This design comes from an exercise in tuning for small area, a short achievable clock period and few clock cycles per item on the open sky130 flow, not from production work. At most, simulation tests tie the RTL to the original design; equivalence was not proved. The RTL of runs 1 to 4 was laid out without a check of its function.

File: flow/standard.sh
#!/bin/bash
# synth_recipe.tcl (not shown) runs the flow's synth.tcl, then flattens the netlist and writes it again
# the make line also repeats each setting of config.mk as NAME=value (left out here)
make -C /OpenROAD-flow-scripts/flow DESIGN_CONFIG=/design/flow/config.mk WORK_HOME=/design/flow/orfs CLKGATE_MAP_FILE= SYNTH_SCRIPT=/design/flow/synth_recipe.tcl "${@:-finish}"
File: flow/design.v
module huffman_top (
    input         clk,
    input         reset,
    input         gray_valid,
    input  [7:0]  gray_data,
    output        CNT_valid,
    output [47:0] CNT,
    output        code_valid,
    output [47:0] HC,
    output [47:0] M
);
reg        vld, srt, mrg, clr, cnt_v, code_v, gm;
reg  [4:1] F;
always @(posedge clk or posedge reset) begin
    if (reset) begin
        vld <= 1'b0; srt <= 1'b0; mrg <= 1'b0; clr <= 1'b1;
        F <= 4'b0; cnt_v <= 1'b0; code_v <= 1'b0; gm <= 1'b0;
    end else begin
        vld    <= gray_valid;
        cnt_v  <= vld && !gray_valid;
        code_v <= mrg && !F[1];
        clr    <= mrg && !F[1];
        if (vld && !gray_valid) begin
            srt <= 1'b1;
            gm  <= 1'b0;
            F   <= 4'b1111;
        end else if (srt || mrg) begin
            if (!F[1]) begin
                srt <= 1'b0;
                if (srt) gm <= 1'b1;
                mrg <= srt;
                F   <= {4{srt}};
            end else
                F <= {1'b0, F[4:2]};
        end
    end
end
reg  [6:0] R [0:5];
reg  [2:0] p [0:5];
reg  [4:0] hc [0:5];
reg  [2:0] ln [0:5];    
wire [6:0] X = (clr ? 7'd0 : R[0]) + (mrg ? R[1] : 7'd0);
wire [6:0] r1c = gm ? R[1] : 7'd0;
function lt3(input [6:0] a, input [6:0] c, input [6:0] r);
    reg [6:0] s, k;
    reg [7:0] t;
    begin
        s = a ^ c ^ ~r;
        k = (a & c) | (a & ~r) | (c & ~r);
        t = {1'b0, s} + {k[5:0], 1'b0};
        lt3 = k[6] | t[7];
    end
endfunction
wire [7:0] b;
assign b[0] = 1'b0;
assign b[1] = srt && (F[1] || R[1] < R[0]);
assign b[2] = (srt && F[2]) || lt3(R[0], r1c, R[2]);
assign b[3] = (srt && F[3]) || lt3(R[0], r1c, R[3]);
assign b[4] = (srt && F[4]) || lt3(R[0], r1c, R[4]);
assign b[5] = lt3(R[0], r1c, R[5]);
assign b[6] = 1'b0;
assign b[7] = 1'b0;
reg  [2:0] px;
always @(posedge clk)
    px <= gray_data[2:0];
wire [5:0] inc;
genvar g;
generate for (g = 0; g < 6; g = g + 1) begin : sym
    assign inc[g] = vld && (px == ((g == 5) ? 3'd1 : g + 2));
end endgenerate
integer m;
reg [6:0] r1, r2, ra, rb, ones;
reg       s1, s0;
always @(posedge clk) begin
    for (m = 0; m < 6; m = m + 1) begin
        r1 = (m < 5) ? R[m + 1] : 7'd127;
        r2 = (m < 4) ? R[m + 2] : 7'd127;
        ra = srt ? r1 : r2;
        ones = {&R[m][5:0], &R[m][4:0], &R[m][3:0], &R[m][2:0], &R[m][1:0], R[m][0], 1'b1};
        rb = mrg ? r1 : R[m] ^ (ones & {7{inc[m]}});
        s1 = (srt && b[m + 1]) || (mrg && b[m + 2]);
        s0 = (srt && b[m]) || (mrg && b[m + 1]) || ((srt || mrg) && m == 0) || clr;
        R[m] <= s1 ? ra : s0 ? X : rb;
    end
end
wire [5:1] t = srt ? b[5:1] : {1'b0, b[5:2]};
wire [2:0] q = {t[3], t[2] & !t[5], t[1] & !t[4]};
function [2:0] jdec1(input [2:0] j);    
    jdec1 = {!j[0], j[2], j[1]};
endfunction
function [2:0] jdec2(input [2:0] j);    
    jdec2 = {!j[1], !j[0], j[2]};
endfunction
function [5:0] jhot(input [2:0] j);     
    jhot = {j[2] & !j[1], j[1] & !j[0], j[2] & j[0], !j[2] & j[1], !j[1] & j[0], !j[2] & !j[0]};
endfunction
localparam [17:0] PINIT = {3'b110, 3'b111, 3'b011, 3'b001, 3'b000, 3'b100};
integer k;
reg [5:0] h, lh;
reg       bp, first2, inv, one;
always @(posedge clk) begin
    for (k = 0; k < 6; k = k + 1) begin
        h = jhot(p[k]);
        bp = |(h[5:1] & b[5:1]);
        first2 = h[0] | h[1];
        p[k] <= ({3{srt & h[0]}} & q) | ({3{srt & !h[0] & bp}} & jdec1(p[k]))
              | ({3{srt & !h[0] & !bp}} & p[k])
              | ({3{mrg & first2}} & q) | ({3{mrg & !first2 & bp}} & jdec2(p[k]))
              | ({3{mrg & !first2 & !bp}} & jdec1(p[k]))
              | ({3{!srt & !mrg}} & PINIT[3 * k +: 3]);
        inv = mrg && first2;
        one = mrg && h[0];
        ln[k] <= ({3{mrg & !first2}} & ln[k]) | ({3{inv}} & {ln[k][1:0], !ln[k][2]});
        lh = jhot(ln[k]);
        hc[k] <= ({5{mrg}} & hc[k]) | ({5{one}} & lh[4:0]);
    end
end
assign CNT_valid  = cnt_v;
assign code_valid = code_v;
assign CNT = {1'b0, R[5], 1'b0, R[0], 1'b0, R[1], 1'b0, R[2], 1'b0, R[3], 1'b0, R[4]};
assign HC  = {3'b0, hc[0], 3'b0, hc[1], 3'b0, hc[2], 3'b0, hc[3], 3'b0, hc[4], 3'b0, hc[5]};
function [7:0] mask(input [2:0] j);
    mask = {3'b0, j[2] & !j[1], j[2] & !j[0], j[2], j[2] | j[1], 1'b1};
endfunction
assign M   = {mask(ln[0]), mask(ln[1]), mask(ln[2]), mask(ln[3]), mask(ln[4]), mask(ln[5])};
endmodule
File: flow/flow/run.sh
#!/bin/bash
set -euo pipefail
export BUFFER_PORTS_ARGS="-buffer_cell sky130_fd_sc_hd__buf_1"
export SETUP_SLACK_MARGIN=6.5
bash standard.sh finish > flow.log 2>&1
File: flow/constraint.sdc
create_clock -name core_clock -period 10.0 [get_ports {clk}]
set_input_delay 2.0000 -clock core_clock [delete_from_list [all_inputs] [get_ports {clk}]]
set_output_delay 2.0000 -clock core_clock [all_outputs]
set_load 0.01 [all_outputs]
File: flow/config.mk
export PLATFORM = sky130hd
export DESIGN_NAME = huffman_top
export DESIGN_NICKNAME = huffman_top
export VERILOG_FILES = /design/flow/design.v
export SDC_FILE = /design/flow/constraint.sdc
export NUM_CORES = 4
export LEC_CHECK = 0
export ABC_AREA = 1
export CAP_MARGIN = 20
export CORE_MARGIN = 2
export CORE_UTILIZATION = 40
export CTS_BUF_LIST = sky130_fd_sc_hd__clkbuf_8
export SLEW_MARGIN = 20
==> parameters.txt, run 1 <==
Parameter                              Value

Outcome
  Status ... no timing/DRC/antenna violations

Drt
  Post-DR vias/cell ... 5.07
  Detailed Routing Iterations Pass 1 ... 5
  Remaining number of nets flagged by the antenna check after routing ... 0
  Wire length reported by the detailed router ... 24900 um
  Number of DRC violations after detailed-routing iteration 0 ... 546
  Vias post-DR ... 8576
  Drt drc ... 0
  Post-DR wirelength/cell ... 14.7 um

CTS
  Buffers from clock root to sink, at most ... 2
  Clk Latency, worst-skew pair ... 460 ps
  Setup Fix Bufs, Post-CTS ... 0
  Register clock-pin slew on the reported worst setup and hold paths ... 90 ps
  CTS H-tree depth ... 4
  Clock tree from TritonCTS ... done
  Root buffer cell ... clkbuf_8
  Hold Buf Count CTS ... 0
  Clock buffers created by TritonCTS ... 17
  Total clock sinks ... 122

Floorplanning
  Number of top-level pins ... 157
  Starting density of the core ... 40.6%
  Core outline area ... 0.0218 mm^2
  Placement row count ... 54
  DIE AREA ... 0.0233 mm^2
  X dimension of the die ... 153 um
  Die Height ... 153 um

Timing
  Max-Slew Margin vs Limit ... 40.7%
  Worst Tran Pin Value ... 889 ps
  Hold Violations, Final ... 0
  Total count of max-transition violations in the final report ... 0
  Final worst-path cycle share ... 33.5%
  Layout Skew ... 18.8 ps
  Post-route setup slack ... 6650 ps
  Setup repair after global routing missed its margin ... false
  Max Clk Rate ... 299 MHz
  Number of setup violations in the final report ... 0
  Sum Neg Setup Slack ... 0 ps
  Final critical path time including I/O delays and setup ... 3350 ps

Flow run
  Max Cap Violations ... 0

Yosys
  Proportion of register bits with asynchronous set or reset after synthesis ... 9.02%
  Number of synthesized flops with an enable pin ... 0
  #FFs+latches synth ... 122
  Synth unique cells ... 46
  Syn_area_per_cell ... 6.73 um^2
  Share of synthesized area occupied by flip-flops and latches ... 28.3%
  Post-Synthesis Cell Area ... 0.00883 mm^2
  Top FF cell, synth ... dfxtp_1
  Total number of yosys warnings ... 5
  Cell count after synthesis ... 1312

Setup path
  WS Path Type ... flop to output port
  Dominant delay contributor by cell family on the critical path ... flip-flops
  Crit. Startpoint ... R[0][3]$_DFF_P_
  Total buffers and inverters traversed by the critical path ... 1
  Crit. End Element ... output port
  Data arrival, critical path ... 1350 ps
  Largest driver fanout on the critical path ... 9
  Depth of the most critical reg-to-reg path ... 12
  Crit. path cell count ... 1
  CP required ... 8000 ps
  Critical register-to-register path startpoint ... R[1][4]$_DFF_P_
  List of cells traversed by the critical path ... buf_1
  CP max stage cell ... dfxtp_1
  CP peak stage delay ... 660 ps
  Startpoint type of the worst setup path ... flop

Place
  Gp weighted congestion ... 0.865
  Number of placed instances, taps included ... 1660
  I/O Buffers ... 103
  Sum of net half-perimeters after detailed placement ... 18600 um
  Worst Setup Slack post-DPL ... 6270 ps

Worst hold path
  Cells on Worst Hold Path ... 2
  Source of the worst hold timing path ... hc[5][2]$_DFF_P_
  Min-Delay Path Class ... flop to flop

Finish
  Fill cell total of the finished layout ... 2329
  Commonest cells after routing, fill and taps aside ... nand2_1 (355), inv_1 (179), nor2_1 (127)
  Final #Nets ... 1473
  Layout-stage area growth over the synthesis result ... 9.58%
  Number of antenna diodes ... 0
  Most common cell after layout, fill and taps aside ... nand2_1
  Final Core Density ... 44.5%
  Final non-filler cell total ... 1692
  Ratio of cells with drive above 1 in the final layout ... 5.10%

Global routing
  Met3 routing resource usage after global routing ... 3.53%
  Total congestion overflow ... 0
  First-pass GRT wire length ... 40000 um
  GR Layer Usage met1 ... 27.3%
  Pin count of the biggest net entering global routing ... 70
  Global Route Usage Sum ... 21.2%
  Number of antenna violations at the first check in global routing ... 0
  Via count of the first global-routing pass ... 7768
  Global-route layer with the greatest usage ... met2
  Met2 capacity usage during global routing ... 36.3%
[per-stage QoR]
step,cell area [um^2],hold WS [ps]
2_1_floorplan,9000,445
3_3_place_gp,9200,439
3_5_place_dp,9200,446
4_1_cts,9670,468
5_1_grt,9670,491
6_report,9670,462
[registers in the layout, summed over array words and instances, names as in the netlist, 3 cells and up]
register	count
R	42
hc	30
ln	18
p	18
F	4
px	3
[logic make-up (layout without fill, tap and decap cells)]
kind of cell / Yosys count / count (layout) / share of synthesized area, %
xor+xnor: 12 / 12 / 1.19
other cells: 2 / 48 / 0.0851
simple gates: 601 / 601 / 28.7
compound gates: 242 / 242 / 16.2
fa+ha+maj: 63 / 63 / 11.1
mux: 1 / 1 / 0.113
buf+inv: 269 / 323 / 14.3
flops: 122 / 122 / 28.3
[metal layers]
| layer | share of wire, % | vias to the layer above |
|---|---|---|
| met2 | 49 | 240 |
| met4 | 2.0 | 0 |
| met5 | 0 | - |
| li1 | - | 4328 |
| met3 | 4.8 | 36 |
| met1 | 45 | 3972 |
[layout make-up]
type	instances	area, um^2	area share [%]
clock buffer	20	275	2.85
clock inverter	12	183	1.89
sequential	122	2500	25.9
multi-input combinational	967	5250	54.3
timing repair buffer	107	417	4.31
inverter	184	696	7.19
tap	280	350	3.62
[synthesized netlist by cell type (all sizes together) (2+ instances only)]
master	count	area, um^2
nand2	368	1440
inv	183	692
nor2	134	531
dfxtp	111	2220
o21ai	83	423
nand3	82	433
buf	73	523
a21oi	59	299
ha	38	475
o31ai	34	255
o22ai	28	175
fa	25	500
o211ai	18	135
clkbuf	12	45.0
dfrtp	10	250
nand4	9	86.3
xor2	7	61.3
a31oi	6	37.5
o21a	6	45.0
nor3	5	25.0
xnor2	5	43.8
a211oi	4	30.0
o21bai	3	22.5
conb	2	7.51
nand3b	2	15.0
[final timing paths]
check                                    to  slack, ps
max                                 CNT[35]       6650
min reg2reg                hc[5][2]$_DFF_P_        460
max in group asynchronous    gm$_DFFE_PP0P_       8030
min                        hc[5][2]$_DFF_P_        460
max reg2reg                 R[5][5]$_DFF_P_       6730
min in group asynchronous     vld$_DFF_PP0_       1560
[what timing repair did]
item | 4_1_cts | 5_1_grt
resized for setup | 2 | 2
endpoints found under the setup margin | 9 | 33
hold endpoints to repair | 0 | 0
==> inputs of run 2 (changes only) <==
==> flow/flow/run.sh (replaced) <==
#!/bin/bash
set -euo pipefail
export BUFFER_PORTS_ARGS="-buffer_cell sky130_fd_sc_hd__buf_1"
export SETUP_SLACK_MARGIN=6.7
bash standard.sh finish > flow.log 2>&1
==> run 2 against run 1 <==
Compared with the run above: still clean on timing, DRC and antenna; first-iteration DRC count rose by 0.73%; area after synthesis stayed put; clock skew decreased by 5.8 ps; worst setup slack better by 110 ps; via count rose by 0.16%; core utilization increased by 0.58 points; synthesized cell count did not move; critical path depth is the same; critical path type unchanged; critical endpoint is now CNT[20].
==> parameters.txt, run 2 <==
Parameter                              Value

Timing
  Sum Neg Setup Slack ... 0 ps (unchanged)
  Number of setup violations in the final report ... 0 (unchanged)
  Final worst-path cycle share ... 32.4% (was 33.5%)
  Worst Tran Pin Value ... 895 ps (was 889 ps)
  Layout Skew ... 13.1 ps (was 18.8 ps)
  Total count of max-transition violations in the final report ... 0 (unchanged)
  Hold Violations, Final ... 0 (unchanged)
  Max-Slew Margin vs Limit ... 40.3% (was 40.7%)
  Post-route setup slack ... 6760 ps (was 6650 ps)
  Final critical path time including I/O delays and setup ... 3240 ps (was 3350 ps)
  Max Clk Rate ... 309 MHz (was 299 MHz)
  Setup repair after global routing missed its margin ... true (was false)

Global routing
  Total congestion overflow ... 0 (unchanged)
  Global Route Usage Sum ... 21.2% (about the same)
  Pin count of the biggest net entering global routing ... 70 (unchanged)
  Global-route layer with the greatest usage ... met2 (unchanged)
  Met2 capacity usage during global routing ... 36.2% (was 36.3%)
  GR Layer Usage met1 ... 27.3% (about the same)
  Number of antenna violations at the first check in global routing ... 0 (unchanged)
  Via count of the first global-routing pass ... 7769 (was 7768)
  Met3 routing resource usage after global routing ... 3.53% (unchanged)
  First-pass GRT wire length ... 40000 um (about the same)

Floorplanning
  Number of top-level pins ... 157 (unchanged)
  Die Height ... 153 um (unchanged)
  DIE AREA ... 0.0233 mm^2 (unchanged)
  Placement row count ... 54 (unchanged)
  Starting density of the core ... 40.6% (unchanged)
  Core outline area ... 0.0218 mm^2 (unchanged)
  X dimension of the die ... 153 um (unchanged)

Worst hold path
  Source of the worst hold timing path ... hc[5][2]$_DFF_P_ (unchanged)
  Min-Delay Path Class ... flop to flop (unchanged)

Finish
  Largest registers in the final layout ... R: 42 flops, hc: 30 flops (unchanged)
  Layout-stage area growth over the synthesis result ... 11.0% (was 9.58%)
  Number of antenna diodes ... 0 (unchanged)
  Final instance area ... 0.00980 mm^2 (was 0.00967 mm^2)
  Ratio of cells with drive above 1 in the final layout ... 7.18% (was 5.10%)
  Most common cell after layout, fill and taps aside ... nand2_1 (unchanged)
  Flip-flop count of the largest register after layout ... 42 (unchanged)
  Final #Nets ... 1481 (was 1473)
  Register containing the most flip-flops in the final layout ... R (unchanged)
  Commonest cells after routing, fill and taps aside ... nand2_1 (352), inv_1 (175), nor2_1 (126) (was nand2_1 (355), inv_1 (179), nor2_1 (127))

Yosys
  Number of synthesized flops with an enable pin ... 0 (unchanged)
  Leading cell types by total area after synthesis ... dfxtp_1 (25%), nand2_1 (15%), inv_1 (7.6%) (unchanged)
  Top post-synthesis cells by count ... nand2_1 (356), inv_1 (178), nor2_1 (127) (unchanged)
  Total number of yosys warnings ... 5 (unchanged)
  Proportion of register bits with asynchronous set or reset after synthesis ... 9.02% (unchanged)
  Dominant cell by count in the synthesized netlist ... nand2_1 (unchanged)
  #FFs+latches synth ... 122 (unchanged)
  Cell taking the most area after synthesis ... dfxtp_1 (unchanged)
  Share of synthesized area occupied by flip-flops and latches ... 28.3% (unchanged)
  Fraction of post-synthesis cell area in the top cell type by area ... 25.2% (unchanged)
  Post-Synthesis Cell Area ... 0.00883 mm^2 (unchanged)
  Syn_area_per_cell ... 6.73 um^2 (unchanged)
  Top FF cell, synth ... dfxtp_1 (unchanged)
  Cell count after synthesis ... 1312 (unchanged)
  Synth unique cells ... 46 (unchanged)

Setup path
  CP peak stage delay ... 590 ps (was 660 ps)
  Crit. End Element ... output port (unchanged)
  Startpoint type of the worst setup path ... flop (unchanged)
  Data arrival, critical path ... 1240 ps (was 1350 ps)
  Crit. Startpoint ... R[2][4]$_DFF_P_ (was R[0][3]$_DFF_P_)
  Total buffers and inverters traversed by the critical path ... 1 (unchanged)
  CP required ... 8000 ps (about the same)
  Critical register-to-register path startpoint ... mrg$_DFFE_PP0P_ (was R[1][4]$_DFF_P_)
  CP max stage cell ... dfxtp_1 (unchanged)
  Register-to-Register Setup Slack ... 6840 ps (was 6730 ps)
  List of cells traversed by the critical path ... buf_1 (unchanged)
  WS Path Type ... flop to output port (unchanged)
  Dominant delay contributor by cell family on the critical path ... flip-flops (unchanged)
  Largest driver fanout on the critical path ... 8 (was 9)

Place
  I/O Buffers ... 103 (unchanged)
  Sum of net half-perimeters after detailed placement ... 18600 um (unchanged)
  Worst Setup Slack post-DPL ... 6270 ps (unchanged)
  Instance area at placement ... 0.00920 mm^2 (unchanged)
  Gp weighted congestion ... 0.865 (unchanged)

CTS
  Buffers from clock root to sink, at most ... 2 (unchanged)
  Register clock-pin slew on the reported worst setup and hold paths ... 80 ps (was 90 ps)
  CTS H-tree depth ... 4 (unchanged)
  Total clock sinks ... 122 (unchanged)
  Root buffer cell ... clkbuf_8 (unchanged)
  Clock buffers created by TritonCTS ... 17 (unchanged)
  Clk Latency, worst-skew pair ... 460 ps (about the same)
  Clock tree from TritonCTS ... done (unchanged)

Drt
  Wire length reported by the detailed router ... 25300 um (was 24900 um)
  Post-DR vias/cell ... 5.05 (was 5.07)
  Vias post-DR ... 8590 (was 8576)
  Detailed Routing Iterations Pass 1 ... 5 (unchanged)
  Number of DRC violations after detailed-routing iteration 0 ... 550 (was 546)
  Remaining number of nets flagged by the antenna check after routing ... 0 (unchanged)
  Drt drc ... 0 (unchanged)
  Post-DR wirelength/cell ... 14.9 um (was 14.7 um)

Flow run
  Max Cap Violations ... 0 (unchanged)

Outcome
  Status ... no timing/DRC/antenna violations (unchanged)
[run 2: changes by cell type in the layout (fill, tap and decap cells not counted), moves of 3 or more]
cell / previous run / this run
clkinvlp_4: 2 / 5
nand2_2: 8 / 11
dfxtp_1: 111 / 97
inv_1: 179 / 175
dfxtp_2: 0 / 14
buf_4: 4 / 8
nand2_1: 355 / 352
[run 2: stage by stage]
| step | util [%] | std cells | hold WS [ps] |
|---|---|---|---|
| finish | 45.0 | 1700 | 462 |
| global route | 45.0 | 1700 | 491 |
| CTS | 44.5 | 1692 | 468 |
| detailed placement | 42.3 | 1660 | 446 |
| global placement | 42.3 | 1660 | 439 |
| floorplan | - | 1358 | 445 |
[run 2: worst paths after layout]
| check | cells after the start | endpoint |
|---|---|---|
| setup / recovery | 1 | CNT[20] |
| hold / removal | 2 | hc[5][2]$_DFF_P_ |
| setup reg to reg | 7 | R[0][5]$_DFF_P_ |
| hold reg to reg | 2 | hc[5][2]$_DFF_P_ |
| max in group asynchronous | 2 | gm$_DFFE_PP0P_ |
| min in group asynchronous | 2 | vld$_DFF_PP0_ |
[run 2: logic make-up (layout without fill, tap and decap cells)]
kind of cell	Yosys count	after routing	share of synthesized area (%)
AND/OR/NAND/NOR	601	603	28.7
buffers and inverters	269	329	14.3
AO/OA/AOI/OAI	242	242	16.2
flip-flops	122	122	28.3
adder cells (fa/ha/maj)	63	63	11.1
XOR/XNOR	12	12	1.19
other	2	48	0.0851
multiplexers	1	1	0.113
[run 2: area by class of cell]
cell class | instances | area, um^2
clock inverter | 12 | 183
timing repair buffer | 112 | 467
inverter | 184 | 706
clock buffer | 20 | 275
sequential | 122 | 2520
multi-input combinational | 969 | 5290
tap | 280 | 350
timing repair inverter | 1 | 7.51
fill | 2323 | 12000
[run 2: what timing repair did]
item,4_1_cts,5_1_grt
gates cloned,0,3
hold buffers,0,0
pin swaps,0,2
resized for setup,8,22
setup buffers,0,5
endpoints found under the setup margin,21,63
[run 2: layer usage]
metal	part of all wire (%)	wire length, um	vias to the layer above
li1	-	-	4341
met1	44	11100	3966
met2	49	12300	247
met3	5.5	1380	36
met4	2.0	501	0
met5	0	0	-
==> inputs of run 3 (changes only) <==
==> flow/flow/run.sh (replaced) <==
#!/bin/bash
set -euo pipefail
export BUFFER_PORTS_ARGS="-buffer_cell sky130_fd_sc_hd__buf_1"
export SETUP_SLACK_MARGIN=6.9
bash standard.sh finish > flow.log 2>&1
==> run 3 against run 2 <==
Compared with the run above: register-to-register slack better by 200 ps; maximum frequency is 5.2% higher; critical path depth stayed put; synthesized cell count stayed put; routed wire length is 2.6% higher; flip-flop and latch count stayed put; critical path type unchanged.
==> parameters.txt, run 3 <==
Parameter                              Value

Worst hold path
  Worst hold endpoint ... hc[0][0]$_DFF_P_ (was hc[5][2]$_DFF_P_)
  Min-Delay Path Class ... flop to flop (unchanged)
  Source of the worst hold timing path ... hc[0][0]$_DFF_P_ (was hc[5][2]$_DFF_P_)
  Cells on Worst Hold Path ... 2 (unchanged)

Flow run
  Max Cap Violations ... 0 (unchanged)

Global routing
  First-pass GRT wire length ... 40300 um (was 40000 um)
  Pin count of the biggest net entering global routing ... 70 (unchanged)
  Via count of the first global-routing pass ... 7853 (was 7769)
  Total congestion overflow ... 0 (unchanged)
  Global Route Usage Sum ... 21.4% (was 21.2%)
  Number of antenna violations at the first check in global routing ... 0 (unchanged)

Floorplanning
  DIE AREA ... 0.0233 mm^2 (unchanged)
  Core outline area ... 0.0218 mm^2 (unchanged)
  Placement row count ... 54 (unchanged)
  Starting density of the core ... 40.6% (unchanged)
  Number of top-level pins ... 157 (unchanged)
  X dimension of the die ... 153 um (unchanged)
  Die Height ... 153 um (unchanged)

Yosys
  Cell taking the most area after synthesis ... dfxtp_1 (unchanged)
  Total number of yosys warnings ... 5 (unchanged)
  Dominant cell by count in the synthesized netlist ... nand2_1 (unchanged)
  Leading cell types by total area after synthesis ... dfxtp_1 (25%), nand2_1 (15%), inv_1 (7.6%) (unchanged)
  Synth unique cells ... 46 (unchanged)
  #FFs+latches synth ... 122 (unchanged)
  Top post-synthesis cells by count ... nand2_1 (356), inv_1 (178), nor2_1 (127) (unchanged)
  Proportion of register bits with asynchronous set or reset after synthesis ... 9.02% (unchanged)
  Top FF cell, synth ... dfxtp_1 (unchanged)
  Syn_area_per_cell ... 6.73 um^2 (unchanged)
  Cell count after synthesis ... 1312 (unchanged)
  Post-Synthesis Cell Area ... 0.00883 mm^2 (unchanged)
  Number of synthesized flops with an enable pin ... 0 (unchanged)
  Share of synthesized area occupied by flip-flops and latches ... 28.3% (unchanged)
  Fraction of post-synthesis cell area in the top cell type by area ... 25.2% (unchanged)

Finish
  Layout-stage area growth over the synthesis result ... 19.5% (was 11.0%)
  Final instance area ... 0.0106 mm^2 (was 0.00980 mm^2)
  Fill cell total of the finished layout ... 2231 (was 2323)
  Flip-flop count of the largest register after layout ... 42 (unchanged)
  Final Core Density ... 48.5% (was 45.0%)
  Final non-filler cell total ... 1744 (was 1700)
  Final #Nets ... 1525 (was 1481)
  Number of antenna diodes ... 0 (unchanged)
  Largest registers in the final layout ... R: 42 flops, hc: 30 flops (unchanged)
  Most common cell after layout, fill and taps aside ... nand2_1 (unchanged)
  Ratio of cells with drive above 1 in the final layout ... 17.2% (was 7.18%)
  Register containing the most flip-flops in the final layout ... R (unchanged)
  Commonest cells after routing, fill and taps aside ... nand2_1 (338), inv_1 (160), nor2_1 (116) (was nand2_1 (352), inv_1 (175), nor2_1 (126))

Timing
  Sum Neg Setup Slack ... 0 ps (unchanged)
  Number of setup violations in the final report ... 0 (unchanged)
  Final worst-path cycle share ... 30.8% (was 32.4%)
  Hold Violations, Final ... 0 (unchanged)
  Layout Skew ... 14.9 ps (was 13.1 ps)
  Worst Tran Pin Value ... 896 ps (was 895 ps)
  Final critical path time including I/O delays and setup ... 3080 ps (was 3240 ps)
  Max-Slew Margin vs Limit ... 40.2% (was 40.3%)
  Post-Route Hold Slack ... 461 ps (was 462 ps)
  Max Clk Rate ... 325 MHz (was 309 MHz)
  Setup repair after global routing missed its margin ... true (unchanged)
  Total count of max-transition violations in the final report ... 0 (unchanged)

CTS
  Clk Latency, worst-skew pair ... 460 ps (about the same)
  Total clock sinks ... 122 (unchanged)
  CTS H-tree depth ... 4 (unchanged)
  Hold Buf Count CTS ... 0 (unchanged)
  Register clock-pin slew on the reported worst setup and hold paths ... 80 ps (about the same)
  Clock tree from TritonCTS ... done (unchanged)
  Root buffer cell ... clkbuf_8 (unchanged)
  Clock buffers created by TritonCTS ... 17 (unchanged)
  Buffers from clock root to sink, at most ... 2 (unchanged)

Drt
  Drt drc ... 0 (unchanged)
  Post-DR vias/cell ... 5.04 (was 5.05)
  Post-DR wirelength/cell ... 14.9 um (about the same)
  Remaining number of nets flagged by the antenna check after routing ... 0 (unchanged)
  Detailed Routing Iterations Pass 1 ... 6 (was 5)
  Wire length reported by the detailed router ... 25900 um (was 25300 um)
  Number of DRC violations after detailed-routing iteration 0 ... 496 (was 550)
  Vias post-DR ... 8798 (was 8590)

Place
  Instance area at placement ... 0.00920 mm^2 (unchanged)
  Gp weighted congestion ... 0.865 (unchanged)
  Sum of net half-perimeters after detailed placement ... 18600 um (unchanged)
  I/O Buffers ... 103 (unchanged)
  Number of placed instances, taps included ... 1660 (unchanged)

Setup path
  Crit. path cell count ... 1 (unchanged)
  Startpoint type of the worst setup path ... flop (unchanged)
  Register-to-Register Setup Slack ... 7040 ps (was 6840 ps)
  Crit. Startpoint ... R[1][4]$_DFF_P_ (was R[2][4]$_DFF_P_)
  Dominant delay contributor by cell family on the critical path ... flip-flops (unchanged)
  Destination of the worst register-to-register timing path ... R[1][5]$_DFF_P_ (was R[0][5]$_DFF_P_)
  WS Path Type ... flop to output port (unchanged)
  CP required ... 8000 ps (about the same)
  Depth of the most critical reg-to-reg path ... 13 (was 7)
  List of cells traversed by the critical path ... buf_2 (was buf_1)
  Total buffers and inverters traversed by the critical path ... 1 (unchanged)
  CP peak stage delay ... 450 ps (was 590 ps)
  Largest driver fanout on the critical path ... 8 (unchanged)
  Critical register-to-register path startpoint ... R[0][4]$_DFF_P_ (was mrg$_DFFE_PP0P_)
  Crit. End Element ... output port (unchanged)
  CP max stage cell ... dfxtp_2 (was dfxtp_1)
  Data arrival, critical path ... 1080 ps (was 1240 ps)

Outcome
  Status ... no timing/DRC/antenna violations (unchanged)
run 3: repair_timing:
action                                  CTS  global route
pin swaps                                 3            29
gates cloned                              0             3
endpoints found under the setup margin  104            92
setup buffers                            16            33
resized for setup                        93           105
run 3: cell families after synthesis:
group | synth area share [%]
xor gates and xnor gates | 1.19
and+or+nand+nor | 28.7
other | 0.0851
buffers and inverters | 14.3
AOI/OAI and AO/OA | 16.2
adders and majority gates | 11.1
muxes | 0.113
DFF | 28.3
run 3: worst max-delay path by stage:
| stage | end | slack, ps |
|---|---|---|
| floorplan | R[4][2]$_DFF_P_ | 7280 |
| global placement | R[5][5]$_DFF_P_ | 6290 |
| detailed placement | R[5][5]$_DFF_P_ | 6270 |
| CTS | M[12] | 6880 |
| global route | R[1][6]$_DFF_P_ | 6850 |
| finish | CNT[28] | 6920 |
run 3: cell type report:
class,instances,area (um^2),share of cell area (%)
Inverter,184,736,6.97
Clock inverter,12,183,1.73
Multi-Input combinational cell,970,5520,52.3
Tap cell,280,350,3.32
Sequential cell,122,2600,24.6
Timing Repair Buffer,156,886,8.39
Clock buffer,20,275,2.61
run 3: through the flow:
stage | worst slack (ps)
2_1_floorplan | 7280
3_3_place_gp | 6290
3_5_place_dp | 6270
4_1_cts | 6880
5_1_grt | 6850
6_report | 6920
run 3: per-layer routing:
metal,part of all wire [%],GRT usage (%),wire (um)
met1,44,27.3,11400
met2,49,36.7,12600
met3,5.2,3.78,1350
met4,2.2,7.01,562
met5,0,0,0
==> inputs of run 4 (changes only) <==
--- a/flow/design.v
+++ b/flow/design.v
@@ -69,18 +69,21 @@
     assign inc[g] = vld && (px == ((g == 5) ? 3'd1 : g + 2));
 end endgenerate
 integer m;
-reg [6:0] r1, r2, ra, rb, ones;
+reg [6:0] r1, r2, ones;
 reg       s1, s0;
 always @(posedge clk) begin
     for (m = 0; m < 6; m = m + 1) begin
         r1 = (m < 5) ? R[m + 1] : 7'd127;
         r2 = (m < 4) ? R[m + 2] : 7'd127;
-        ra = srt ? r1 : r2;
         ones = {&R[m][5:0], &R[m][4:0], &R[m][3:0], &R[m][2:0], &R[m][1:0], R[m][0], 1'b1};
-        rb = mrg ? r1 : R[m] ^ (ones & {7{inc[m]}});
-        s1 = (srt && b[m + 1]) || (mrg && b[m + 2]);
-        s0 = (srt && b[m]) || (mrg && b[m + 1]) || ((srt || mrg) && m == 0) || clr;
-        R[m] <= s1 ? ra : s0 ? X : rb;
+        s0 = (srt && (b[m] || m == 0)) || (mrg && !b[m + 2]) || clr;
+        s1 = (srt && !b[m + 1] && (b[m] || m == 0)) || (mrg && (b[m + 1] || m == 0)) || clr;
+        case ({s1, s0})
+            2'd0: R[m] <= R[m] ^ (ones & {7{inc[m]}});
+            2'd1: R[m] <= r1;
+            2'd2: R[m] <= r2;
+            2'd3: R[m] <= X;
+        endcase
     end
 end
 wire [5:1] t = srt ? b[5:1] : {1'b0, b[5:2]};
==> flow/flow/run.sh (replaced) <==
#!/bin/bash
set -euo pipefail
export BUFFER_PORTS_ARGS="-buffer_cell sky130_fd_sc_hd__buf_1"
export SETUP_SLACK_MARGIN=6.5
bash standard.sh finish > flow.log 2>&1
==> run 4 against run 3 <==
Compared with the run above: largest cell class unchanged; area after synthesis shrank 2.8%; register-to-register slack got worse by 390 ps; sequential share of layout area up 1.9 points; die area fell by 2.7%; still clean; flip-flop and latch count unchanged.
==> parameters.txt, run 4 <==
Parameter                              Value

Outcome
  Status ... no timing/DRC/antenna violations (unchanged)

Yosys
  Cell taking the most area after synthesis ... dfxtp_1 (unchanged)
  Dominant cell by count in the synthesized netlist ... nand2_1 (unchanged)
  Syn_area_per_cell ... 7.09 um^2 (was 6.73 um^2)
  Proportion of register bits with asynchronous set or reset after synthesis ... 9.02% (unchanged)
  Share of synthesized area occupied by flip-flops and latches ... 29.1% (was 28.3%)
  Top post-synthesis cells by count ... nand2_1 (322), inv_1 (152), nand3_1 (113) (was nand2_1 (356), inv_1 (178), nor2_1 (127))
  #FFs+latches synth ... 122 (unchanged)
  Number of synthesized flops with an enable pin ... 0 (unchanged)
  Synth unique cells ... 47 (was 46)
  Cell count after synthesis ... 1210 (was 1312)
  Fraction of post-synthesis cell area in the top cell type by area ... 25.9% (was 25.2%)
  Top FF cell, synth ... dfxtp_1 (unchanged)
  Leading cell types by total area after synthesis ... dfxtp_1 (26%), nand2_1 (14%), inv_1 (6.7%) (was dfxtp_1 (25%), nand2_1 (15%), inv_1 (7.6%))
  Post-Synthesis Cell Area ... 0.00858 mm^2 (was 0.00883 mm^2)
  Total number of yosys warnings ... 5 (unchanged)

Worst hold path
  Min-Delay Path Class ... flop to flop (unchanged)

Timing
  Hold Violations, Final ... 0 (unchanged)
  Final critical path time including I/O delays and setup ... 3350 ps (was 3080 ps)
  Max-Slew Margin vs Limit ... 31.2% (was 40.2%)
  Final worst-path cycle share ... 33.5% (was 30.8%)
  Sum Neg Setup Slack ... 0 ps (unchanged)
  Total count of max-transition violations in the final report ... 0 (unchanged)
  Max Clk Rate ... 298 MHz (was 325 MHz)
  Number of setup violations in the final report ... 0 (unchanged)
  Layout Skew ... 13.7 ps (was 14.9 ps)
  Worst Tran Pin Value ... 1030 ps (was 896 ps)
  Setup repair after global routing missed its margin ... true (unchanged)

Global routing
  Via count of the first global-routing pass ... 7389 (was 7853)
  Number of antenna violations at the first check in global routing ... 0 (unchanged)
  Total congestion overflow ... 0 (unchanged)
  First-pass GRT wire length ... 38200 um (was 40300 um)
  Global Route Usage Sum ... 21.7% (was 21.4%)
  Pin count of the biggest net entering global routing ... 57 (was 70)

Setup path
  WS Path Type ... flop to flop (was flop to output port)
  Crit. End Element ... flop (was output port)
  Largest driver fanout on the critical path ... 11 (was 8)
  Data arrival, critical path ... 3710 ps (was 1080 ps)
  Startpoint type of the worst setup path ... flop (unchanged)
  CP required ... 10360 ps (was 8000 ps)

Floorplanning
  Number of top-level pins ... 157 (unchanged)
  Placement row count ... 53 (was 54)
  Core outline area ... 0.0210 mm^2 (was 0.0218 mm^2)
  X dimension of the die ... 150 um (was 153 um)
  DIE AREA ... 0.0226 mm^2 (was 0.0233 mm^2)
  Die Height ... 150 um (was 153 um)
  Starting density of the core ... 40.8% (was 40.6%)

Drt
  Drt drc ... 0 (unchanged)
  Number of DRC violations after detailed-routing iteration 0 ... 414 (was 496)
  Detailed Routing Iterations Pass 1 ... 5 (was 6)
  Post-DR wirelength/cell ... 15.1 um (was 14.9 um)
  Highest metal layer used by the detailed router ... met4 (unchanged)
  Remaining number of nets flagged by the antenna check after routing ... 0 (unchanged)
  Post-DR vias/cell ... 5.06 (was 5.04)
  M1 wire length ... 10700 um (was 11400 um)
  Detail Route met2 WL ... 11200 um (was 12600 um)
  Routed met3 length ... 1400 um (was 1350 um)
  Wire length reported by the detailed router ... 24200 um (was 25900 um)
  Vias post-DR ... 8123 (was 8798)

CTS
  Total clock sinks ... 122 (unchanged)
  Clock tree from TritonCTS ... done (unchanged)
  Register clock-pin slew on the reported worst setup and hold paths ... 80 ps (about the same)
  Hold Buf Count CTS ... 0 (unchanged)
  Clock buffers created by TritonCTS ... 17 (unchanged)
  CTS H-tree depth ... 4 (unchanged)
  Clk Latency, worst-skew pair ... 470 ps (was 460 ps)
  Buffers from clock root to sink, at most ... 2 (unchanged)
  Root buffer cell ... clkbuf_8 (unchanged)

Finish
  Largest registers in the final layout ... R: 42 flops, hc: 30 flops (unchanged)
  Most common cell after layout, fill and taps aside ... nand2_1 (unchanged)
  Commonest cells after routing, fill and taps aside ... nand2_1 (322), inv_1 (152), nand3_1 (113) (was nand2_1 (338), inv_1 (160), nor2_1 (116))
  Number of antenna diodes ... 0 (unchanged)
  Ratio of cells with drive above 1 in the final layout ... 7.97% (was 17.2%)
  Final #Nets ... 1393 (was 1525)
  Register containing the most flip-flops in the final layout ... R (unchanged)
  Flip-flop count of the largest register after layout ... 42 (unchanged)
  Layout-stage area growth over the synthesis result ... 10.2% (was 19.5%)
  Final non-filler cell total ... 1605 (was 1744)

Place
  Number of placed instances, taps included ... 1566 (was 1660)
  I/O Buffers ... 103 (unchanged)
  Gp weighted congestion ... 0.863 (was 0.865)
  Sum of net half-perimeters after detailed placement ... 18100 um (was 18600 um)

Flow run
  Max Cap Violations ... 0 (unchanged)
## run 4: cell count changes after synthesis, sizes merged, moves of 13 or more
cell	previous run	this run
xor2	7	21
nand2	368	339
inv	183	158
nand3	82	115
a21oi	59	45
nand4	9	50
o21ai	83	17
o211ai	18	5
nor2	134	121
## run 4: per-layer routing
metal  global-route usage [%]  vias up
li1                         -     4060
met2                     35.3      259
met1                     28.0     3756
met5                        0        -
met3                     3.79       48
met4                     9.91        0
## run 4: worst paths after layout
path / from / end / slack, ps / cells after the start
worst max-delay path: R[0][4]$_DFF_P_ / R[5][1]$_DFF_P_ / 6650 / 16
worst min-delay path: p[5][1]$_DFF_P_ / p[5][0]$_DFF_P_ / 440 / 2
max in group asynchronous: reset / gm$_DFFE_PP0P_ / 8180 / 2
worst max register to register: R[0][4]$_DFF_P_ / R[5][1]$_DFF_P_ / 6650 / 16
worst min register to register: p[5][1]$_DFF_P_ / p[5][0]$_DFF_P_ / 440 / 2
min in group asynchronous: reset / F[2]$_DFFE_PP0N_ / 1490 / 2
## run 4: worst max-delay path, cell delays in order, from the launching register on
cell and delay [ps]:
dfxtp_2 400, clkinvlp_4 220, fa_1 580, inv_1 40, ha_1 290, a21oi_1 170, o21a_1 170, nand3b_4 190
nand2_1 130, inv_1 50, nor2_1 140, inv_1 60, ha_1 330, nor2_4 180, inv_1 80, a21oi_1 150
a21oi_1 60
## run 4: cell families (layout without fill, tap and decap cells)
logic type | Yosys count | count (layout) | share of synthesized area (%)
XOR/XNOR | 25 | 25 | 2.55
adder cells (fa/ha/maj) | 65 | 65 | 11.7
other | 2 | 48 | 0.0875
AO/OA/AOI/OAI | 127 | 127 | 9.51
buffers and inverters | 231 | 305 | 13.0
AND/OR/NAND/NOR | 638 | 638 | 34.1
flip-flops | 122 | 122 | 29.1
## run 4: final cells by class
type	instances	area (um^2)
multi-input cells	903	5170
fillers	2205	11600
clock inverters	14	114
inverters	162	614
flip-flops and latches	122	2510
well taps	275	344
clock buffers	18	248
repair buffers	111	459
## run 4: stage by stage
step / worst slack [ps] / utilization (%) / hold WS, ps / instance area [um^2]
final: 6650 / 45.0 / 443 / 9460
after floorplan: 6900 / - / 426 / 8750
after detailed placement: 6310 / 42.7 / 443 / 8990
after global routing: 6490 / 45.0 / 486 / 9460
after global placement: 6360 / 42.7 / 439 / 8990
after CTS: 6500 / 44.5 / 446 / 9360
## run 4: repair_timing
item / in CTS / in global routing
setup endpoints to repair: 21 / 39
setup buffers: 0 / 7
resized for setup: 4 / 7
endpoints found under the hold margin: 0 / 0
pin swaps: 0 / 1
==> inputs of run 5 (changes only) <==
--- a/flow/design.v
+++ b/flow/design.v
@@ -101,16 +101,16 @@
 integer k;
 reg [5:0] h, lh;
 reg       bp, first2, inv, one;
+reg [2:0] base, nxt;
 always @(posedge clk) begin
     for (k = 0; k < 6; k = k + 1) begin
         h = jhot(p[k]);
         bp = |(h[5:1] & b[5:1]);
         first2 = h[0] | h[1];
-        p[k] <= ({3{srt & h[0]}} & q) | ({3{srt & !h[0] & bp}} & jdec1(p[k]))
-              | ({3{srt & !h[0] & !bp}} & p[k])
-              | ({3{mrg & first2}} & q) | ({3{mrg & !first2 & bp}} & jdec2(p[k]))
-              | ({3{mrg & !first2 & !bp}} & jdec1(p[k]))
-              | ({3{!srt & !mrg}} & PINIT[3 * k +: 3]);
+        base = srt ? p[k] : jdec1(p[k]);
+        nxt = bp ? jdec1(base) : base;
+        p[k] <= (srt || mrg) ? (((srt && h[0]) || (mrg && first2)) ? q : nxt)
+                             : PINIT[3 * k +: 3];
         inv = mrg && first2;
         one = mrg && h[0];
         ln[k] <= ({3{mrg & !first2}} & ln[k]) | ({3{inv}} & {ln[k][1:0], !ln[k][2]});
==> flow/flow/run.sh (replaced) <==
#!/bin/bash
set -euo pipefail
export BUFFER_PORTS_ARGS="-buffer_cell sky130_fd_sc_hd__buf_1"
export SETUP_SLACK_MARGIN=6.8
bash standard.sh finish > flow.log 2>&1
==> run 5 against run 4 <==
Compared with the run above: core utilization grew 1.5 points; first-iteration DRC count up 1.9%; non-clock buffer count is 25 higher; die area decreased by 0.36%; synthesized cell count increased by 0.17%; critical endpoint is now CNT[25]; critical path type is now flop to output port; via count increased by 0.74%; cell count increased by 1.0%; maximum frequency grew 5.5%; flip-flop and latch count stayed put.
==> parameters.txt, run 5 <==
Parameter                              Value

Timing
  Final worst-path cycle share ... 31.8% (was 33.5%)
  Total count of max-transition violations in the final report ... 0 (unchanged)
  Max Clk Rate ... 315 MHz (was 298 MHz)
  Max-Slew Margin vs Limit ... 34.5% (was 31.2%)
  Sum Neg Setup Slack ... 0 ps (unchanged)
  Layout Skew ... 17.0 ps (was 13.7 ps)
  Final critical path time including I/O delays and setup ... 3180 ps (was 3350 ps)
  Number of setup violations in the final report ... 0 (unchanged)
  Hold Violations, Final ... 0 (unchanged)
  Post-route setup slack ... 6820 ps (was 6650 ps)
  Setup repair after global routing missed its margin ... true (unchanged)
  Worst Tran Pin Value ... 982 ps (was 1030 ps)

Worst hold path
  Min-Delay Path Class ... flop to flop (unchanged)
  Source of the worst hold timing path ... ln[1][1]$_DFF_P_ (was p[5][1]$_DFF_P_)
  Cells on Worst Hold Path ... 1 (was 2)

Yosys
  Dominant cell by count in the synthesized netlist ... nand2_1 (unchanged)
  Proportion of register bits with asynchronous set or reset after synthesis ... 9.02% (unchanged)
  Top FF cell, synth ... dfxtp_1 (unchanged)
  Number of synthesized flops with an enable pin ... 0 (unchanged)
  Leading cell types by total area after synthesis ... dfxtp_1 (26%), nand2_1 (14%), nand3_1 (7.4%) (was dfxtp_1 (26%), nand2_1 (14%), inv_1 (6.7%))
  Cell taking the most area after synthesis ... dfxtp_1 (unchanged)
  Total number of yosys warnings ... 5 (unchanged)
  Share of synthesized area occupied by flip-flops and latches ... 29.2% (was 29.1%)
  Post-Synthesis Cell Area ... 0.00855 mm^2 (was 0.00858 mm^2)
  Top post-synthesis cells by count ... nand2_1 (317), inv_1 (140), nand3_1 (126) (was nand2_1 (322), inv_1 (152), nand3_1 (113))
  Fraction of post-synthesis cell area in the top cell type by area ... 26.0% (was 25.9%)
  Syn_area_per_cell ... 7.05 um^2 (was 7.09 um^2)
  Synth unique cells ... 44 (was 47)
  #FFs+latches synth ... 122 (unchanged)
  Cell count after synthesis ... 1212 (was 1210)

Finish
  Most common cell after layout, fill and taps aside ... nand2_1 (unchanged)
  Largest registers in the final layout ... R: 42 flops, hc: 30 flops (unchanged)
  Final #Nets ... 1409 (was 1393)
  Flip-flop count of the largest register after layout ... 42 (unchanged)
  Number of antenna diodes ... 0 (unchanged)
  Register containing the most flip-flops in the final layout ... R (unchanged)
  Fill cell total of the finished layout ... 2191 (was 2205)
  Commonest cells after routing, fill and taps aside ... nand2_1 (311), inv_1 (133), nand3_1 (125) (was nand2_1 (322), inv_1 (152), nand3_1 (113))
  Ratio of cells with drive above 1 in the final layout ... 13.4% (was 7.97%)
  Layout-stage area growth over the synthesis result ... 14.4% (was 10.2%)
  Final non-filler cell total ... 1621 (was 1605)

Setup path
  Critical register-to-register path startpoint ... R[0][4]$_DFF_P_ (unchanged)
  CP required ... 8000 ps (was 10360 ps)
  WS Path Type ... flop to output port (was flop to flop)
  Startpoint type of the worst setup path ... flop (unchanged)
  CP max stage cell ... dfxtp_1 (was fa_1)
  Data arrival, critical path ... 1180 ps (was 3710 ps)
  Total buffers and inverters traversed by the critical path ... 1 (was 5)
  CP peak stage delay ... 520 ps (was 580 ps)
  List of cells traversed by the critical path ... buf_1 (was clkinvlp_4 > fa_1 > inv_1 > ha_1 > a21oi_1 > o21a_1 > nand3b_4 > nand2_1 > inv_1 > nor2_1 > inv_1 > ha_1 > nor2_4 > inv_1 > a21oi_1 > a21oi_1)
  Depth of the most critical reg-to-reg path ... 14 (was 16)
  Dominant delay contributor by cell family on the critical path ... flip-flops (was adder cells)
  Largest driver fanout on the critical path ... 7 (was 11)
  Crit. End Element ... output port (was flop)
  Crit. path cell count ... 1 (was 16)
  Crit. Startpoint ... R[1][1]$_DFF_P_ (was R[0][4]$_DFF_P_)

Floorplanning
  Placement row count ... 53 (unchanged)
  Die Height ... 150 um (about the same)
  DIE AREA ... 0.0226 mm^2 (about the same)
  Number of top-level pins ... 157 (unchanged)
  Core outline area ... 0.0210 mm^2 (unchanged)
  Starting density of the core ... 40.7% (was 40.8%)
  X dimension of the die ... 150 um (about the same)

Drt
  Wire length reported by the detailed router ... 24400 um (was 24200 um)
  Detailed Routing Iterations Pass 1 ... 5 (unchanged)
  Vias post-DR ... 8183 (was 8123)
  Remaining number of nets flagged by the antenna check after routing ... 0 (unchanged)
  Post-DR vias/cell ... 5.05 (was 5.06)
  Drt drc ... 0 (unchanged)
  Number of DRC violations after detailed-routing iteration 0 ... 422 (was 414)
  Post-DR wirelength/cell ... 15.1 um (about the same)

CTS
  Root buffer cell ... clkbuf_8 (unchanged)
  Clock tree from TritonCTS ... done (unchanged)
  Clk Latency, worst-skew pair ... 470 ps (about the same)
  Hold Buf Count CTS ... 0 (unchanged)
  Total clock sinks ... 122 (unchanged)
  CTS H-tree depth ... 4 (unchanged)
  Buffers from clock root to sink, at most ... 2 (unchanged)
  Register clock-pin slew on the reported worst setup and hold paths ... 80 ps (about the same)
  Clock buffers created by TritonCTS ... 17 (unchanged)

Global routing
  Via count of the first global-routing pass ... 7515 (was 7389)
  Total congestion overflow ... 0 (unchanged)
  Number of antenna violations at the first check in global routing ... 0 (unchanged)
  First-pass GRT wire length ... 38500 um (was 38200 um)
  Global Route Usage Sum ... 21.8% (was 21.7%)
  Pin count of the biggest net entering global routing ... 57 (unchanged)

Place
  Gp weighted congestion ... 0.863 (about the same)
  Worst Setup Slack post-DPL ... 6150 ps (was 6310 ps)
  Number of placed instances, taps included ... 1558 (was 1566)
  Sum of net half-perimeters after detailed placement ... 17800 um (was 18100 um)
  I/O Buffers ... 103 (unchanged)

Outcome
  Status ... no timing/DRC/antenna violations (unchanged)

Flow run
  Max Cap Violations ... 0 (unchanged)
## run 5: what timing repair did
action,in CTS,in global routing
endpoints found under the setup margin,88,84
gates resized for setup,39,55
buffers inserted,12,18
cloned,0,1
endpoints found under the hold margin,0,0
pin swaps,3,11
## run 5: area by class of cell
cell class,count,area (um^2),share of cell area [%]
Multi-Input combinational cell,909,5240,53.6
Sequential cell,122,2560,26.2
Timing Repair Buffer,136,711,7.27
Inverter,147,561,5.73
Tap cell,275,344,3.52
Clock buffer,19,262,2.68
Clock inverter,13,96.3,0.986
## run 5: worst paths after layout
kind | slack [ps] | endpoint
worst max-delay path | 6820 | CNT[25]
worst min-delay path | 450 | hc[1][1]$_DFF_P_
worst max register to register | 6950 | R[3][1]$_DFF_P_
worst min register to register | 450 | hc[1][1]$_DFF_P_
max in group asynchronous | 8190 | clr$_DFF_PP1_
min in group asynchronous | 1480 | srt$_DFFE_PP0P_
## run 5: logic make-up (layout without fill, tap and decap cells)
logic type | Yosys count | count (layout) | synth area share [%]
simple gates | 621 | 621 | 32.9
buf+inv | 227 | 315 | 13.1
other cells | 2 | 48 | 0.0879
xor+xnor | 28 | 28 | 2.87
compound gates | 147 | 147 | 10.1
flops | 122 | 122 | 29.2
fa+ha+maj | 65 | 65 | 11.7
## run 5: per-stage QoR
| step | cell area, um^2 | hold WS (ps) | util (%) |
|---|---|---|---|
| after floorplan | 8720 | 445 | - |
| after global placement | 8900 | 442 | 42.3 |
| after detailed placement | 8900 | 443 | 42.3 |
| after CTS | 9460 | 462 | 45.0 |
| after global routing | 9770 | 473 | 46.5 |
| final | 9770 | 454 | 46.5 |
## run 5: per-layer routing
layer / GRT usage (%) / routed length (um) / vias to the layer above / share of wire (%)
li1: - / - / 4122 / -
met1: 28.0 / 11000 / 3791 / 45
met2: 37.0 / 11600 / 225 / 47
met3: 2.88 / 1170 / 45 / 4.8
met4: 8.77 / 702 / 0 / 2.9
met5: 0 / 0 / - / 0
Testbench counts of run 5, summed over its fixed seeds: cycles 35,840, images 320.
==> inputs of run 6 (changes only) <==
==> flow/flow/run.sh (replaced) <==
#!/bin/bash
set -euo pipefail
export BUFFER_PORTS_ARGS="-buffer_cell sky130_fd_sc_hd__buf_1"
export SETUP_SLACK_MARGIN=6.7
bash standard.sh finish > flow.log 2>&1
==> run 6 against run 5 <==
Compared with the run above: global-route usage fell by 0.11 points; register-to-register slack worse by 50 ps; cell area decreased by 2.7%; first-iteration DRC count down 17%; via count down 1.3%; maximum frequency decreased by 1.1%; core utilization is 1.2 points lower; worst hold slack improved by 3.7 ps; routed wire length is 2.2% lower; die area unchanged.
==> parameters.txt, run 6 <==
Parameter                              Value

Yosys
  Leading cell types by total area after synthesis ... dfxtp_1 (26%), nand2_1 (14%), nand3_1 (7.4%) (unchanged)
  Dominant cell by count in the synthesized netlist ... nand2_1 (unchanged)
  Syn_area_per_cell ... 7.05 um^2 (unchanged)
  Cell count after synthesis ... 1212 (unchanged)
  Proportion of register bits with asynchronous set or reset after synthesis ... 9.02% (unchanged)
  Share of synthesized area occupied by flip-flops and latches ... 29.2% (unchanged)
  Synth unique cells ... 44 (unchanged)
  Fraction of post-synthesis cell area in the top cell type by area ... 26.0% (unchanged)
  Top FF cell, synth ... dfxtp_1 (unchanged)
  Number of synthesized flops with an enable pin ... 0 (unchanged)
  #FFs+latches synth ... 122 (unchanged)
  Cell taking the most area after synthesis ... dfxtp_1 (unchanged)
  Total number of yosys warnings ... 5 (unchanged)
  Post-Synthesis Cell Area ... 0.00855 mm^2 (unchanged)
  Top post-synthesis cells by count ... nand2_1 (317), inv_1 (140), nand3_1 (126) (unchanged)

CTS
  Clock tree from TritonCTS ... done (unchanged)
  Clock buffers created by TritonCTS ... 17 (unchanged)
  Hold Buf Count CTS ... 0 (unchanged)
  Clk Latency, worst-skew pair ... 470 ps (about the same)
  Total clock sinks ... 122 (unchanged)
  Root buffer cell ... clkbuf_8 (unchanged)
  CTS H-tree depth ... 4 (unchanged)
  Register clock-pin slew on the reported worst setup and hold paths ... 70 ps (was 80 ps)
  Buffers from clock root to sink, at most ... 2 (unchanged)

Setup path
  Total buffers and inverters traversed by the critical path ... 1 (unchanged)
  Data arrival, critical path ... 1210 ps (was 1180 ps)
  CP max stage cell ... dfxtp_1 (unchanged)
  WS Path Type ... flop to output port (unchanged)
  Register-to-Register Setup Slack ... 6900 ps (was 6950 ps)
  List of cells traversed by the critical path ... buf_1 (unchanged)
  Largest driver fanout on the critical path ... 7 (unchanged)
  Critical register-to-register path startpoint ... R[0][4]$_DFF_P_ (unchanged)
  Dominant delay contributor by cell family on the critical path ... flip-flops (unchanged)
  CP peak stage delay ... 560 ps (was 520 ps)
  Startpoint type of the worst setup path ... flop (unchanged)
  Destination of the worst register-to-register timing path ... p[1][0]$_SDFF_PN0_ (was R[3][1]$_DFF_P_)
  Crit. End Element ... output port (unchanged)
  Depth of the most critical reg-to-reg path ... 17 (was 14)
  CP required ... 8000 ps (about the same)

Outcome
  Status ... no timing/DRC/antenna violations (unchanged)

Timing
  Sum Neg Setup Slack ... 0 ps (unchanged)
  Number of setup violations in the final report ... 0 (unchanged)
  Final worst-path cycle share ... 32.1% (was 31.8%)
  Post-route setup slack ... 6790 ps (was 6820 ps)
  Layout Skew ... 16.1 ps (was 17.0 ps)
  Setup repair after global routing missed its margin ... false (was true)
  Total count of max-transition violations in the final report ... 0 (unchanged)
  Final critical path time including I/O delays and setup ... 3210 ps (was 3180 ps)
  Max Clk Rate ... 311 MHz (was 315 MHz)
  Worst Tran Pin Value ... 963 ps (was 982 ps)
  Max-Slew Margin vs Limit ... 35.7% (was 34.5%)
  Hold Violations, Final ... 0 (unchanged)

Floorplanning
  DIE AREA ... 0.0226 mm^2 (unchanged)
  Number of top-level pins ... 157 (unchanged)
  Core outline area ... 0.0210 mm^2 (unchanged)
  Die Height ... 150 um (unchanged)
  Placement row count ... 53 (unchanged)
  Starting density of the core ... 40.7% (unchanged)
  X dimension of the die ... 150 um (unchanged)

Finish
  Final instance area ... 0.00951 mm^2 (was 0.00977 mm^2)
  Flip-flop count of the largest register after layout ... 42 (unchanged)
  Layout-stage area growth over the synthesis result ... 11.3% (was 14.4%)
  Register containing the most flip-flops in the final layout ... R (unchanged)
  Final #Nets ... 1398 (was 1409)
  Largest registers in the final layout ... R: 42 flops, hc: 30 flops (unchanged)
  Most common cell after layout, fill and taps aside ... nand2_1 (unchanged)
  Final non-filler cell total ... 1610 (was 1621)
  Commonest cells after routing, fill and taps aside ... nand2_1 (313), inv_1 (140), nand3_1 (126) (was nand2_1 (311), inv_1 (133), nand3_1 (125))
  Number of antenna diodes ... 0 (unchanged)
  Ratio of cells with drive above 1 in the final layout ... 9.51% (was 13.4%)

Global routing
  Via count of the first global-routing pass ... 7464 (was 7515)
  Pin count of the biggest net entering global routing ... 57 (unchanged)
  Global Route Usage Sum ... 21.7% (was 21.8%)
  Number of antenna violations at the first check in global routing ... 0 (unchanged)
  Total congestion overflow ... 0 (unchanged)
  First-pass GRT wire length ... 38400 um (was 38500 um)

Worst hold path
  Min-Delay Path Class ... flop to flop (unchanged)
  Cells on Worst Hold Path ... 2 (was 1)
  Worst hold endpoint ... hc[0][2]$_DFF_P_ (was hc[1][1]$_DFF_P_)
  Source of the worst hold timing path ... hc[0][2]$_DFF_P_ (was ln[1][1]$_DFF_P_)

Drt
  Detailed Routing Iterations Pass 1 ... 5 (unchanged)
  Drt drc ... 0 (unchanged)
  Post-DR vias/cell ... 5.02 (was 5.05)
  Post-DR wirelength/cell ... 14.8 um (was 15.1 um)
  Remaining number of nets flagged by the antenna check after routing ... 0 (unchanged)
  Number of DRC violations after detailed-routing iteration 0 ... 352 (was 422)
  Wire length reported by the detailed router ... 23900 um (was 24400 um)
  Vias post-DR ... 8080 (was 8183)

Place
  Instance area at placement ... 0.00890 mm^2 (unchanged)
  I/O Buffers ... 103 (unchanged)
  Sum of net half-perimeters after detailed placement ... 17800 um (unchanged)
  Worst Setup Slack post-DPL ... 6150 ps (unchanged)
  Gp weighted congestion ... 0.863 (unchanged)
  Number of placed instances, taps included ... 1558 (unchanged)

Flow run
  Max Cap Violations ... 0 (unchanged)
## run 6: how the worst max path moves through the flow
stage / from / end / slack (ps) / depth (start not counted)
2_1_floorplan: R[1][4]$_DFF_P_ / R[5][4]$_DFF_P_ / 6990 / 14
3_3_place_gp: R[1][4]$_DFF_P_ / R[4][3]$_DFF_P_ / 6160 / 13
3_5_place_dp: R[1][4]$_DFF_P_ / R[4][3]$_DFF_P_ / 6150 / 13
4_1_cts: ln[0][2]$_DFF_P_ / M[44] / 6720 / 3
5_1_grt: ln[2][2]$_DFF_P_ / M[27] / 6710 / 3
6_report: R[5][2]$_DFF_P_ / CNT[42] / 6790 / 1
## run 6: per-layer routing
| layer | global-route usage, % | wire [um] | vias up |
|---|---|---|---|
| met3 | 2.73 | 1010 | 38 |
| met1 | 28.1 | 10900 | 3751 |
| li1 | - | - | 4094 |
| met2 | 36.9 | 11400 | 197 |
| met4 | 8.35 | 630 | 0 |
| met5 | 0 | 0 | - |
## run 6: stage by stage
| stage | util (%) | hold WS [ps] |
|---|---|---|
| 6_report | 45.2 | 458 |
| 2_1_floorplan | - | 445 |
| 3_3_place_gp | 42.3 | 442 |
| 3_5_place_dp | 42.3 | 443 |
| 4_1_cts | 44.5 | 462 |
| 5_1_grt | 45.2 | 488 |
## run 6: cell families after synthesis
family | share of synthesized area (%)
AOI/OAI and AO/OA | 10.1
adders and majority gates | 11.7
buffers and inverters | 13.1
DFF | 29.2
xor gates and xnor gates | 2.87
other | 0.0879
and+or+nand+nor | 32.9
## run 6: cell type report
cell class / instances / area [um^2]
fillers: 2210 / 11500
multi-input cells: 909 / 5160
flip-flops and latches: 122 / 2520
repair buffers: 125 / 567
inverters: 147 / 558
well taps: 275 / 344
clock buffers: 19 / 262
clock inverters: 13 / 96.3
## run 6: repair_timing
item                       4_1_cts  5_1_grt
setup buffers                    6       14
setup endpoints to repair       67       51
pin swaps                        4        5
gates resized for setup         16       18

[separate check: timing with driven ports]
Ports are ideal in the flow. The routed layouts listed here were re-timed in OpenROAD. Step 1, drivers: a clkbuf_16 drives clk and a buf_2 each remaining input, both assumed. Step 2 times the ports against the registers' clock, not the clock port: input delays grow and output delays shrink by t, the midpoint of the rising clock arrivals with the driver on. a / b / c = ideal / step 1 / step 2; a / b = the first two.
run	t, ns	setup WS [ns]	hold slack, ns	worst slew at a driven data input, ns	pins driven straight from the clock port
run 1	0.497	6.653 / 6.611 / 6.726	0.462 / 0.462 / 0.462	0.03	1
run 2	0.492	6.760 / 6.717 / 6.808	0.462 / 0.462 / 0.462	0.03	1
run 3	0.494	6.919 / 6.877 / 6.783	0.461 / 0.461 / 0.461	0.03	1
run 4	0.501	6.649 / 6.636 / 6.649	0.443 / 0.443 / 0.443	0.03	1
run 5	0.497	6.824 / 6.784 / 6.947	0.454 / 0.454 / 0.454	0.03	1
run 6	0.497	6.789 / 6.748 / 6.896	0.458 / 0.458 / 0.458	0.03	1
After both steps setup and hold are still met in every run listed. The setup slack of run 3, which loses most, moves by -0.042 ns with the drivers and by -0.136 ns with both steps.
